This design comes from an exercise in tuning for small area on the open sky130 flow, not from production work. In this exercise RTL edits were held to simulation tests only and were not proved equivalent to the original. Power and IR drop assume default switching activity.

[flow/run.sh]
#!/bin/bash
# synth_recipe.tcl (not shown) runs the flow's synth.tcl, then flattens the netlist and writes it again
# the make line also repeats each setting of config.mk as NAME=value (left out here)
make -C /OpenROAD-flow-scripts/flow DESIGN_CONFIG=/design/flow/config.mk WORK_HOME=/design/flow/orfs CLKGATE_MAP_FILE= SYNTH_SCRIPT=/design/flow/synth_recipe.tcl finish
[flow/config.mk]
export PLATFORM = sky130hd
export DESIGN_NAME = mag_dig_top
export DESIGN_NICKNAME = mag_dig_top
export VERILOG_FILES = /design/flow/design.v
export SDC_FILE = /design/flow/constraint.sdc
export NUM_CORES = 8
export LEC_CHECK = 0
export CAP_MARGIN = 20
export CORE_MARGIN = 2
export CORE_UTILIZATION = 45
export PLACE_DENSITY = 0.6
export SLEW_MARGIN = 20
[flow/constraint.sdc]
create_clock -name core_clock -period 55.0 [get_ports {clk}]
set_input_delay 11.0000 -clock core_clock [delete_from_list [all_inputs] [get_ports {clk}]]
set_output_delay 11.0000 -clock core_clock [all_outputs]
set_load 0.01 [all_outputs]
[flow/design.v]
module mag_dig_top #(
  parameter ADC_BITS=10,
  parameter W=24,
  parameter FRAC=12,
  parameter LOG2_OSR_MAX=8
)(
  input                 clk,
  input                 rst_n,
  input  [ADC_BITS-1:0] adc_code,
  input                 adc_valid,
  input  [1:0]          mux_sel,
  input  sclk,
  input  cs_n,
  input  mosi,
  output miso,
  input  [31:0]         version_id
);
  reg  [3:0] ph;
  reg        sweep;
  wire [15:0] P = 16'd1 << ph;
  reg        rtC, rtR;         
  reg  [1:0] wax;              
  wire       rtCR = rtC | rtR;
  wire       adc_ok = adc_valid & (mux_sel != 2'd3);
  reg        bv;
  reg  [1:0] bax;
  reg  [9:0] bs;                
  reg        rp;
  reg  [1:0] rpax;
  always @(posedge clk or negedge rst_n) begin
    if (!rst_n) begin
      ph <= 4'd0; sweep <= 1'b1;
      rtC <= 1'b0; rtR <= 1'b0; wax <= 2'd0;
      bv <= 1'b0;
    end else begin
      ph <= ph + 4'd1;
      if (P[15]) begin
        sweep <= 1'b0;
        if (bv | adc_ok) begin
          rtC <= 1'b1; rtR <= 1'b0; wax <= adc_ok ? mux_sel : bax;
        end else if (rp) begin
          rtC <= 1'b0; rtR <= 1'b1; wax <= rpax;
        end else begin
          rtC <= 1'b0; rtR <= 1'b0;
        end
      end
      if (adc_ok) bv <= 1'b1;
      else if (P[0] & rtC) bv <= 1'b0;
    end
  end
  always @(posedge clk) begin
    if (adc_ok) begin bax <= mux_sel; bs <= {~adc_code[9], adc_code[8:0]}; end
  end
  reg        n50, n60, st;
  reg  [7:0] alpha, osr;
  reg        crc_error;
  reg  [2:0] slope24;           
  reg  [2:0] offs, gains;       
  reg  [383:0] LX, LY, LZ, G;
  reg  [1:0] cap_ax;
  wire [1:0] lsel = rtCR ? wax : cap_ax;
  wire [23:0] HEAD  = (lsel == 2'd0) ? LX[360 +: 24] : (lsel == 2'd1) ? LY[360 +: 24] : LZ[360 +: 24];
  wire [23:0] NEXT  = (lsel == 2'd0) ? LX[336 +: 24] : (lsel == 2'd1) ? LY[336 +: 24] : LZ[336 +: 24];
  wire [23:0] NEXT2 = (lsel == 2'd0) ? LX[312 +: 24] : (lsel == 2'd1) ? LY[312 +: 24] : LZ[312 +: 24];
  wire [23:0] GH  = G[360 +: 24];
  wire [23:0] GN2 = G[312 +: 24];
  reg  [23:0] T;
  reg  [31:0] S;
  reg  [24:0] S2;
  reg         ev_r, sl_r, cond_r, flo;
  reg  [23:0] PX, PY, PZ;       
  reg  [23:0] OUT0, OUT1, OUT2;
  reg  [31:0] MAG;
  reg  [23:0] MA, MB;
  reg         rnd;
  wire signed [35:0] PR = $signed(MA) * $signed(MB) + $signed({24'd0, rnd, 11'd0});
  wire [23:0] rq = PR[35:12];
  wire [31:0] sq = PR[31:0];
  wire        alo = (alpha <= 8'd12);
  wire [4:0]  ash = alo ? (5'd12 - alpha[4:0]) : ((alpha >= 8'd23) ? 5'd1 : (5'd24 - alpha[4:0]));
  wire [23:0] Tsh = alo ? T : {{12{T[23]}}, T[23:12]};
  wire [4:0]  dsh = 5'd21 - {2'b0, osr[2:0]};
  wire [23:0] X1Bo = flo ? NEXT2 : NEXT;
  wire [23:0] PSEL = st ? 24'd0 : (P[1] | P[4] | P[7]) ? PX : (P[2] | P[5] | P[8]) ? PY : PZ;
  wire [23:0] OSEL = P[9] ? OUT0 : P[11] ? OUT1 : OUT2;
  always @* begin
    MA = GN2; MB = HEAD; rnd = 1'b1;
    if (rtCR) begin
      if (P[0])              begin MA = HEAD; MB = 24'd1 << dsh; end
      else if (P[4])         begin MA = T;    MB = HEAD; end
      else if (P[7] | P[15]) begin MA = Tsh;  MB = 24'd1 << ash; rnd = 1'b0; end
      else if (P[9])         begin MA = GN2;  MB = X1Bo; end
      else                   begin MA = GN2;  MB = HEAD; end
    end else begin
      if (P[9] | P[11] | P[12]) begin MA = OSEL; MB = OSEL; rnd = 1'b0; end
      else                      begin MA = GH;   MB = PSEL; end
    end
  end
  reg  [31:0] A1, B1; reg sub1;
  wire [31:0] R1 = A1 + (sub1 ? ~B1 : B1) + {31'd0, sub1};
  reg  [24:0] A2, B2; reg sub2;
  wire [24:0] R2 = A2 + (sub2 ? ~B2 : B2) + {24'd0, sub2};
  wire [31:0] rq32 = {{8{rq[23]}}, rq};
  wire [24:0] rq25 = {rq[23], rq};
  function [24:0] sx25; input [23:0] v; sx25 = {v[23], v}; endfunction
  function [31:0] sx32; input [23:0] v; sx32 = {{8{v[23]}}, v}; endfunction
  function [23:0] sat25; input [24:0] v;
    sat25 = (v[24] ^ v[23]) ? (v[24] ? 24'h800000 : 24'h7FFFFF) : v[23:0];
  endfunction
  wire [24:0] cmpv = {1'b0, GN2} + {1'b0, T[23] ? T : ~T} + {24'd0, ~T[23]};
  wire        cond = cmpv[24];
  wire [23:0] dm = (P[7] ? cond : cond_r) ? rq : 24'd0;    
  wire [20:0] s21 = {{11{bs[9]}}, bs};
  always @* begin
    A1 = S; B1 = rq32; sub1 = 1'b0;
    A2 = S2; B2 = rq25; sub2 = 1'b0;
    if (rtCR) begin
      if (P[8])  begin A1 = sx32(T); B1 = sx32(HEAD); end
      if (P[11] | P[12]) sub1 = 1'b1;
      if (P[15]) begin A1 = sx32(T); B1 = sx32(dm); sub1 = 1'b1; end
      if (P[0])  begin A2 = sx25(HEAD); B2 = sx25({s21, 3'b0}); end
      if (P[3])  begin A2 = sx25(T); B2 = sx25(HEAD); sub2 = 1'b1; end
      if (P[5])  begin A2 = sx25(NEXT2); B2 = sx25(NEXT); sub2 = 1'b1; end
      if (P[6])  begin A2 = sx25(T); B2 = sx25(NEXT); sub2 = 1'b1; end
      if (P[7])  begin A2 = sx25(HEAD); B2 = sx25(dm); end
      if (P[9])  begin A2 = sx25(HEAD); end
      if (P[12]) begin B2 = sx25(n50 ? HEAD : T); end
      if (P[13] | P[14]) sub2 = 1'b1;
    end else begin
      B1 = sq;
      if (P[9])  A1 = 32'd0;
      if (P[1] | P[4] | P[7]) A2 = 25'd0;
    end
  end
  wire [7:0]  omask = (8'd1 << osr[2:0]) - 8'd1;
  wire        ev = rtC & (osr[7:3] == 5'd0) & (NEXT[7:0] == omask);
  wire        sl = ev & (NEXT[17:8] == 10'h3FF);
  reg  [23:0] cwd;    
  reg         cwe;    
  always @* begin
    cwd = 24'd0; cwe = 1'b0;
    case (ph)
      4'd0:  begin cwe = rtC;  cwd = ev ? 24'd0 : R2[23:0]; end
      4'd1:  begin cwe = rtC;  cwd = {5'd0, ev_r ? n50 : HEAD[18],
                                           ev_r ? HEAD[17:8] + 10'd1 : HEAD[17:8],
                                           ev_r ? 8'd0 : HEAD[7:0] + 8'd1}; end
      4'd2:  begin cwe = ev_r; cwd = {5'd0, T[23:5]}; end
      4'd5:  begin cwe = sl_r; cwd = R2[23:0]; end
      4'd6:  begin cwe = sl_r; cwd = NEXT; end
      4'd7:  begin cwe = ev_r; cwd = R2[23:0]; end
      4'd8:  begin cwe = ev_r; cwd = NEXT2; end
      4'd9:  begin cwe = ev_r; cwd = X1Bo; end
      4'd10: begin cwe = ev_r; cwd = T; end
      4'd11: begin cwe = ev_r; cwd = NEXT; end
      4'd12: begin cwe = ev_r; cwd = sat25(R1[24:0]); end
      4'd13: begin cwe = ev_r; cwd = NEXT; end
      4'd14: begin cwe = ev_r; cwd = sat25(R2); end
      4'd15: begin cwe = 1'b1; cwd = R1[23:0]; end
      default: ;
    endcase
    cwe = cwe & rtCR;
  end
  always @(posedge clk) begin
    if (rtCR) begin
      if (P[0]) begin T <= rq; ev_r <= ev; sl_r <= sl; end
      if (P[1]) flo <= HEAD[18];
      if (P[2] & ~ev_r) T <= {HEAD[18:0], 5'd0};
      if (P[3] | P[6]) T <= R2[23:0];
      if (P[4]) T <= rq;
      if (P[7]) cond_r <= cond & ev_r;
      if (P[8] | P[10] | P[11]) S <= R1;
      if (P[9] | P[12] | P[13]) S2 <= R2;
    end else begin
      ev_r <= 1'b0; sl_r <= 1'b0;
      if (P[1] | P[2] | P[4] | P[5] | P[7] | P[8]) S2 <= sx25(sat25(R2));
      if (P[3])  OUT0 <= sat25(R2);
      if (P[6])  OUT1 <= sat25(R2);
      if (P[10]) OUT2 <= sat25(R2);
      if (P[9] | P[11]) S <= R1;
      if (P[12]) MAG <= R1;
    end
    if (n60 ? P[15] : n50 ? P[13] : P[0]) begin
      PX <= LX[23:0]; PY <= LY[23:0]; PZ <= LZ[23:0];
    end
  end
  reg sclk_d, sclk_dd, cs_d;
  wire srise = sclk_d & ~sclk_dd & ~cs_d;
  wire sfall = ~sclk_d & sclk_dd & ~cs_d;
  reg  [5:0]  fc;
  reg  [7:0]  cmd;
  reg  [7:0]  lf;
  reg  [7:0]  HI;
  reg  [23:0] SH;
  reg         miso_r;
  assign miso = miso_r;
  wire        rw = cmd[7];
  reg         wp, wp_g;
  reg  [1:0]  wp_ax;
  reg  [3:0]  wp_slot;
  reg         cap, cap_g;
  reg  [3:0]  cap_slot;
  wire        land  = wp & (ph == wp_slot);
  wire        lland = land & ~wp_g;
  wire        gland = land & wp_g;
  function [7:0] crc_step; input [7:0] r; input b;
    reg fb; begin fb = b ^ r[7]; crc_step = {r[6:2], r[1] ^ fb, r[0] ^ fb, fb}; end
  endfunction
  wire        crc_in = (fc < 6'd8 || !rw) ? mosi : miso_r;
  wire [7:0]  lf_next = crc_step(lf, crc_in);
  wire [6:0]  ra = {cmd[5:0], mosi};
  reg  [31:0] rv;          
  reg         rring;       
  reg         rg;          
  reg  [1:0]  rax;
  reg  [3:0]  rslot;
  reg         rsgn_l;      
  always @* begin
    rv = 32'd0; rring = 1'b0; rg = 1'b0; rax = ra[1:0]; rslot = 4'd0; rsgn_l = 1'b0;
    case (ra)
      7'h00: rv = 32'h4D41474D;
      7'h01: rv = version_id;
      7'h02: rv = {28'd0, st, n60, n50, 1'b0};
      7'h04: rv = {crc_error, 31'd0};
      7'h10, 7'h11, 7'h12: begin rring = 1'b1; rslot = 4'd3; rsgn_l = offs[ra[1:0]]; end
      7'h14, 7'h15, 7'h16: begin rring = 1'b1; rslot = 4'd4; rsgn_l = gains[ra[1:0]]; end
      7'h40, 7'h41, 7'h42: begin rring = 1'b1; rslot = 4'd5; rsgn_l = slope24[ra[1:0]]; end
      7'h18: begin rring = 1'b1; rg = 1'b1; rslot = 4'd9;  end
      7'h19: rv = {24'd0, alpha};
      7'h1A: rv = {24'd0, osr};
      7'h1B: begin rring = 1'b1; rg = 1'b1; rslot = 4'd12; end
      7'h1C: begin rring = 1'b1; rg = 1'b1; rslot = 4'd14; end
      7'h1D: begin rring = 1'b1; rg = 1'b1; rslot = 4'd13; end
      7'h1E: begin rring = 1'b1; rg = 1'b1; rslot = 4'd11; end
      7'h1F: begin rring = 1'b1; rg = 1'b1; rslot = 4'd0;  end
      7'h20: begin rring = 1'b1; rg = 1'b1; rslot = 4'd15; end
      7'h30: begin rring = 1'b1; rg = 1'b1; rslot = 4'd1;  end
      7'h31: begin rring = 1'b1; rg = 1'b1; rslot = 4'd2;  end
      7'h32: begin rring = 1'b1; rg = 1'b1; rslot = 4'd3;  end
      7'h33: begin rring = 1'b1; rg = 1'b1; rslot = 4'd4;  end
      7'h34: begin rring = 1'b1; rg = 1'b1; rslot = 4'd5;  end
      7'h35: begin rring = 1'b1; rg = 1'b1; rslot = 4'd6;  end
      7'h36: begin rring = 1'b1; rg = 1'b1; rslot = 4'd7;  end
      7'h37: begin rring = 1'b1; rg = 1'b1; rslot = 4'd8;  end
      7'h38: begin rring = 1'b1; rg = 1'b1; rslot = 4'd10; end
      7'h50: rv = sx32(OUT0);
      7'h51: rv = sx32(OUT1);
      7'h52: rv = sx32(OUT2);
      7'h53: rv = MAG;
      default: ;
    endcase
  end
  wire [3:0]  gpos = ph + 4'd15 - rslot;
  wire        gsgn = G[{gpos, 4'd0} + {gpos, 3'd0} + 9'd23];
  wire        rsgn = rg ? gsgn : rsgn_l;
  wire [6:0]  wa = cmd[6:0];
  reg         wring, wg;
  reg  [3:0]  wslot;
  always @* begin
    wring = 1'b1; wg = 1'b1; wslot = 4'd0;
    case (wa)
      7'h10, 7'h11, 7'h12: begin wg = 1'b0; wslot = 4'd3; end
      7'h14, 7'h15, 7'h16: begin wg = 1'b0; wslot = 4'd4; end
      7'h18: wslot = 4'd9;
      7'h1B: wslot = 4'd12;
      7'h1C: wslot = 4'd14;
      7'h1D: wslot = 4'd13;
      7'h1E: wslot = 4'd11;
      7'h1F: wslot = 4'd0;
      7'h20: wslot = 4'd15;
      7'h30: wslot = 4'd1;
      7'h31: wslot = 4'd2;
      7'h32: wslot = 4'd3;
      7'h33: wslot = 4'd4;
      7'h34: wslot = 4'd5;
      7'h35: wslot = 4'd6;
      7'h36: wslot = 4'd7;
      7'h37: wslot = 4'd8;
      7'h38: wslot = 4'd10;
      default: wring = 1'b0;
    endcase
  end
  wire commit_cyc = srise & (fc == 6'd47) & ~rw;
  wire crc_ok = (lf_next == 8'd0);
  always @(posedge clk or negedge rst_n) begin
    if (!rst_n) begin
      sclk_d <= 1'b0; sclk_dd <= 1'b0; cs_d <= 1'b1;
      n50 <= 1'b0; n60 <= 1'b0; st <= 1'b0;
      alpha <= 8'd18; osr <= 8'd3; crc_error <= 1'b0;
      wp <= 1'b0; cap <= 1'b0; rp <= 1'b0;
      offs <= 3'd0; gains <= 3'd0; slope24 <= 3'd0;
    end else begin
      sclk_d <= sclk; sclk_dd <= sclk_d; cs_d <= cs_n;
      if (commit_cyc) begin
        crc_error <= ~crc_ok;
        if (crc_ok) begin
          if (wa == 7'h02) begin n50 <= SH[2]; n60 <= SH[3]; st <= SH[4]; end
          if (wa == 7'h19) alpha <= SH[7:0];
          if (wa == 7'h1A) osr <= SH[7:0];
          if (wring) begin wp <= 1'b1; wp_g <= wg; wp_ax <= wa[1:0]; wp_slot <= wslot; end
        end
      end
      if (land) wp <= 1'b0;
      if (lland) begin
        rp <= 1'b1; rpax <= wp_ax;
        if (wp_slot == 4'd3) offs[wp_ax] <= SH[23];
        else gains[wp_ax] <= SH[23];
      end else if (P[15] & ~(bv | adc_ok)) rp <= 1'b0;
      if (srise & (fc == 6'd7) & cmd[6] & rring) begin
        cap <= 1'b1; cap_g <= rg; cap_ax <= ra[1:0]; cap_slot <= rslot;
      end else if (cap & (ph == cap_slot)) cap <= 1'b0;
      if (rtCR & P[5] & sl_r) slope24[wax] <= R2[24];
    end
  end
  always @(posedge clk) begin
    if (cs_n) begin
      fc <= 6'd0; lf <= 8'd0;
    end else begin
      if (srise) begin
        fc <= fc + 6'd1;
        if (fc < 6'd8) cmd <= {cmd[6:0], mosi};
        if (fc < 6'd40 || !rw) lf <= lf_next;
        if (fc >= 6'd8 && fc < 6'd40 && !rw) SH <= {SH[22:0], mosi};
        if (fc == 6'd7 && cmd[6]) begin
          if (rring) HI <= {8{rsgn}};
          else begin HI <= rv[31:24]; SH <= rv[23:0]; end
        end
      end
      if (sfall && rw) begin
        if (fc >= 6'd8 && fc < 6'd16) begin miso_r <= HI[7]; HI <= {HI[6:0], 1'b0}; end
        else if (fc >= 6'd16 && fc < 6'd40) begin miso_r <= SH[23]; SH <= {SH[22:0], 1'b0}; end
        else if (fc >= 6'd40 && fc < 6'd48) begin miso_r <= lf[7]; lf <= {lf[6:0], 1'b0}; end
      end
    end
    if (cap & (ph == cap_slot)) SH <= cap_g ? GH : HEAD;
  end
  wire [23:0] BUS = sweep ? (P[4] ? 24'h001000 : 24'd0) : lland ? SH : cwd;
  wire weX = sweep | (cwe & (wax == 2'd0)) | (lland & (wp_ax == 2'd0));
  wire weY = sweep | (cwe & (wax == 2'd1)) | (lland & (wp_ax == 2'd1));
  wire weZ = sweep | (cwe & (wax == 2'd2)) | (lland & (wp_ax == 2'd2));
  wire [23:0] Gin = sweep ? 24'd0 : gland ? SH : GH;
  always @(posedge clk) begin
    LX <= {LX[359:0], weX ? BUS : LX[360 +: 24]};
    LY <= {LY[359:0], weY ? BUS : LY[360 +: 24]};
    LZ <= {LZ[359:0], weZ ? BUS : LZ[360 +: 24]};
    G  <= {G[359:0], Gin};
  end
endmodule
==> impl_metrics.py <==
metrics = {
    "timing": {
        "clock.fmax_ghz": 0.0576,
        "fin_tns_setup_ns": 0,
        "rsz0062_at_grt": "false",
        "worst_pin_slew_ns": 1.35,
        "setup_ws_ns": 37.65,
        "drv_slew": 0,
        "fin_skew_ns": 0.138,
        "post-route-min-period_ns": 17.35,
        "maxSlewHeadroom_pct": 10.0,
        "hold_viol_final": 0,
        "fin_crit_sh_pct": 31.5,
        "setup_viol": 0,
    },
    "worst_setup_path": {
        "worst_path_max_delay_cell": "xor2_1",
        "critPathLaunchType": "flop",
        "reg2reg_setup_slack_ns": 37.65,
        "cp_max_fo": 36,
        "r2r-end": "LZ[23]",
        "end_kind": "flop",
        "rr_worst_depth": 49,
        "arrival_ns": 18.04,
        "path_common_cell": "inv_1",
        "critPathMaxStageDelay_ns": 1.01,
        "path_class": "flop to flop",
        "rr_startpoint": "ph[1]",
        "required_ns": 55.69,
    },
    "cts": {
        "root_buffer": "clkbuf_16",
        "cts_hold_buf": 0,
        "clk_pin_slew_ns": 0.06,
        "cts_resized": 0,
        "htree_levels": 4,
        "cts_tree": "yes",
        "cts_sinks": 1931,
        "cts_buffers": 182,
        "clock_latency_ns": 0.89,
        "cts_max_path_buffers": 3,
        "post_cts_buffers": 0,
    },
    "power": {
        "swShare_pct": 27.2,
        "internal_power_mw": 2.36,
        "ir_worst_vdd_v": 0.0000464,
        "p_sw_mw": 0.882,
        "pwr-share-comb_pct": 10.8,
        "leakagePower_nw": 38.1,
        "seqPwrFrac_pct": 48.1,
        "p_clk_share_pct": 41.1,
        "power.total_mw": 3.24,
        "powerDensity_mw_per_mm2": 34.8,
    },
    "global_routing": {
        "overflow": 0,
        "grt_max_degree": 124,
        "grt_use_total_pct": 35.8,
        "grt_pass1_wl_um": 465000,
        "antenna_found_initial": 50,
        "grt_pass1_vias": 60100,
    },
    "floorplan": {
        "core_mm2": 0.181,
        "design.die.area_mm2": 0.185,
        "boundaryPins": 51,
        "die_h_um": 431,
        "start_util_pct": 45.3,
        "dieWidth_um": 431,
        "num_rows": 156,
    },
    "placement": {
        "place_congestion": 1.13,
        "io_buffers": 50,
        "hpwl_um": 245000,
        "pre_cts_ws_ns": 38.16,
    },
    "layout": {
        "fin_nets": 8433,
        "nFillCells": 16000,
        "drive_above_1_share_pct": 10.8,
        "syn_to_final_growth_pct": 13.8,
    },
    "synthesis": {
        "synth-seq-cells": 1931,
        "synth-edff-count": 326,
        "syn_inst": 7567,
        "synth_seq_area_share_pct": 51.5,
        "yosys_most_used_dff": "dfxtp_1",
        "synth_nets": 8311,
        "synth_common_cells": "dfxtp_1, nand2_1, inv_1",
        "synth_area_mm2": 0.0819,
        "avgSynthCellArea_um2": 10.8,
        "synthTopCellsByArea": "dfxtp_1, edfxtp_1, fa_1, nand2_1, ha_1",
        "yosys_warnings": 1,
        "yosysUniqueCellTypes": 111,
        "synth_top_area_share_pct": 38.1,
        "yosysTopAreaCell": "dfxtp_1",
        "synthArstFlopShare_pct": 2.33,
        "yosys.cell_count.top_type": "dfxtp_1",
    },
    "run_status": {
        "status": "timing/DRC/antenna clean",
    },
    "detailed_routing": {
        "drtPass1Iterations": 10,
        "drt_iter0_markers": 9308,
        "wl_um": 334000,
        "routed-via-count": 62800,
        "wl_per_cell_um": 32.6,
        "drc": 0,
        "vias_per_cell": 6.13,
        "postRouteAntennaNets": 0,
    },
    "min_path": {
        "holdPathEnd": "G[154]",
        "hp-start": "G[130]",
        "hold_path_depth": 0,
        "hold_class": "flop to flop",
    },
    "flow_run": {
        "max_cap_viol_count": 0,
    },
}
registers in the layout, summed over array words and instances, names as in the netlist, 25 cells and up, named ones only:
| name | count |
|---|---|
| S | 32 |
| LX | 384 |
| LY | 384 |
| G | 384 |
| MAG | 32 |
| LZ | 384 |
| S2 | 25 |
layout make-up:
class	instances	area, µm²	area share (%)
Clock inverter	77	1150	1.24
Multi-Input combinational cell	4559	36000	38.7
Tap cell	2370	2970	3.18
Clock buffer	259	5510	5.91
Antenna cell	32	80.1	0.0859
Timing Repair Buffer	362	2850	3.06
Sequential cell	1931	42200	45.2
Inverter	653	2450	2.63
metrics by stage:
step | util [%] | hold slack (ns) | cell area, µm² | cells
after floorplan | - | 0.310 | 81900 | 7567
after global placement | 47.7 | 0.310 | 86300 | 9868
after detailed placement | 47.8 | 0.312 | 86400 | 9874
after CTS | 51.5 | 0.240 | 93000 | 10200
after global routing | 51.5 | 0.248 | 93100 | 10200
final | 51.6 | 0.251 | 93200 | 10200
layer usage:
metal	track usage (%)	vias up	part of all wire, %
met1	45.7	31100	38
met2	50.9	4207	41
met4	23.9	30	8.3
met3	13.1	1171	13
li1	-	26300	-
met5	0	-	0.055
power by group through the flow:
stage / sequential, mW / clock, mW / combinational (mW)
6_report: 1.56 / 1.33 / 0.350
5_1_grt: 1.56 / 1.41 / 0.344
4_1_cts: 1.56 / 1.36 / 0.322
3_5_place_dp: 1.59 / 0 / 0.320
3_3_place_gp: 1.59 / 0 / 0.318
2_1_floorplan: 1.55 / 0 / 0.146
cells by family after synthesis:
logic type | after synthesis | synth area share [%]
AOI/OAI and AO/OA | 1710 | 14.1
xor gates and xnor gates | 216 | 2.38
adders and majority gates | 713 | 15.1
buffers and inverters | 1077 | 5.05
DFF | 1931 | 51.5
muxes | 143 | 2.37
and+or+nand+nor | 1777 | 9.56
cells in the final DEF, fill, tap and decap left out, types with 148 or more instances in the layout:
cell / count
dfxtp_1: 1560
clkbuf_16: 200
edfxtp_1: 326
nor2_1: 480
buf_4: 304
a21oi_1: 404
o21ai_0: 353
fa_1: 459
ha_1: 234
nand2_1: 821
xnor2_1: 148
inv_1: 650
critical path, delay by kind of cell, from the launching register on:
kind	cells	cell delay, ns
fa+ha+maj	10	4.99
buf+inv	10	1.99
flops	1	0.48
compound gates	17	6.01
xor+xnor	1	1.01
simple gates	9	2.11
mux	2	0.58
worst max-delay path by stage:
| stage | start | slack, ns | cells after the start | to |
|---|---|---|---|---|
| 3_3_place_gp | rtC | 38.06 | 47 | LZ[6] |
| 6_report | ph[1] | 37.65 | 49 | LZ[23] |
| 2_1_floorplan | mosi | 38.76 | 23 | HI[3] |
| 3_5_place_dp | ph[1] | 38.16 | 49 | LZ[23] |
| 5_1_grt | rtC | 37.38 | 52 | LY[6] |
| 4_1_cts | ph[1] | 38.13 | 49 | LZ[23] |

-- afterwards: timing with drivers on the ports --
No port has a modelled driver above. Below, the same layout with a new extraction and two added sets of constraints. Step 1 assumes that a clkbuf_16 drives the clock port and a buf_2 every other input. Step 2, shift: input delay + t, output delay - t, t = (earliest + latest rising clock arrival at the registers) / 2. This alone moves slack from input paths to output paths. Three values: no drivers, after step 1, after step 2; two values: the first two.
t, ns: 0.915
slack for setup (ns): 37.648 / 37.648 / 37.648
hold slack, ns: 0.251 / 0.251 / 0.251
After both steps this run still meets setup and hold. For this run, drivers alone change the setup slack by 0.000 ns; drivers and shift together by 0.000 ns.
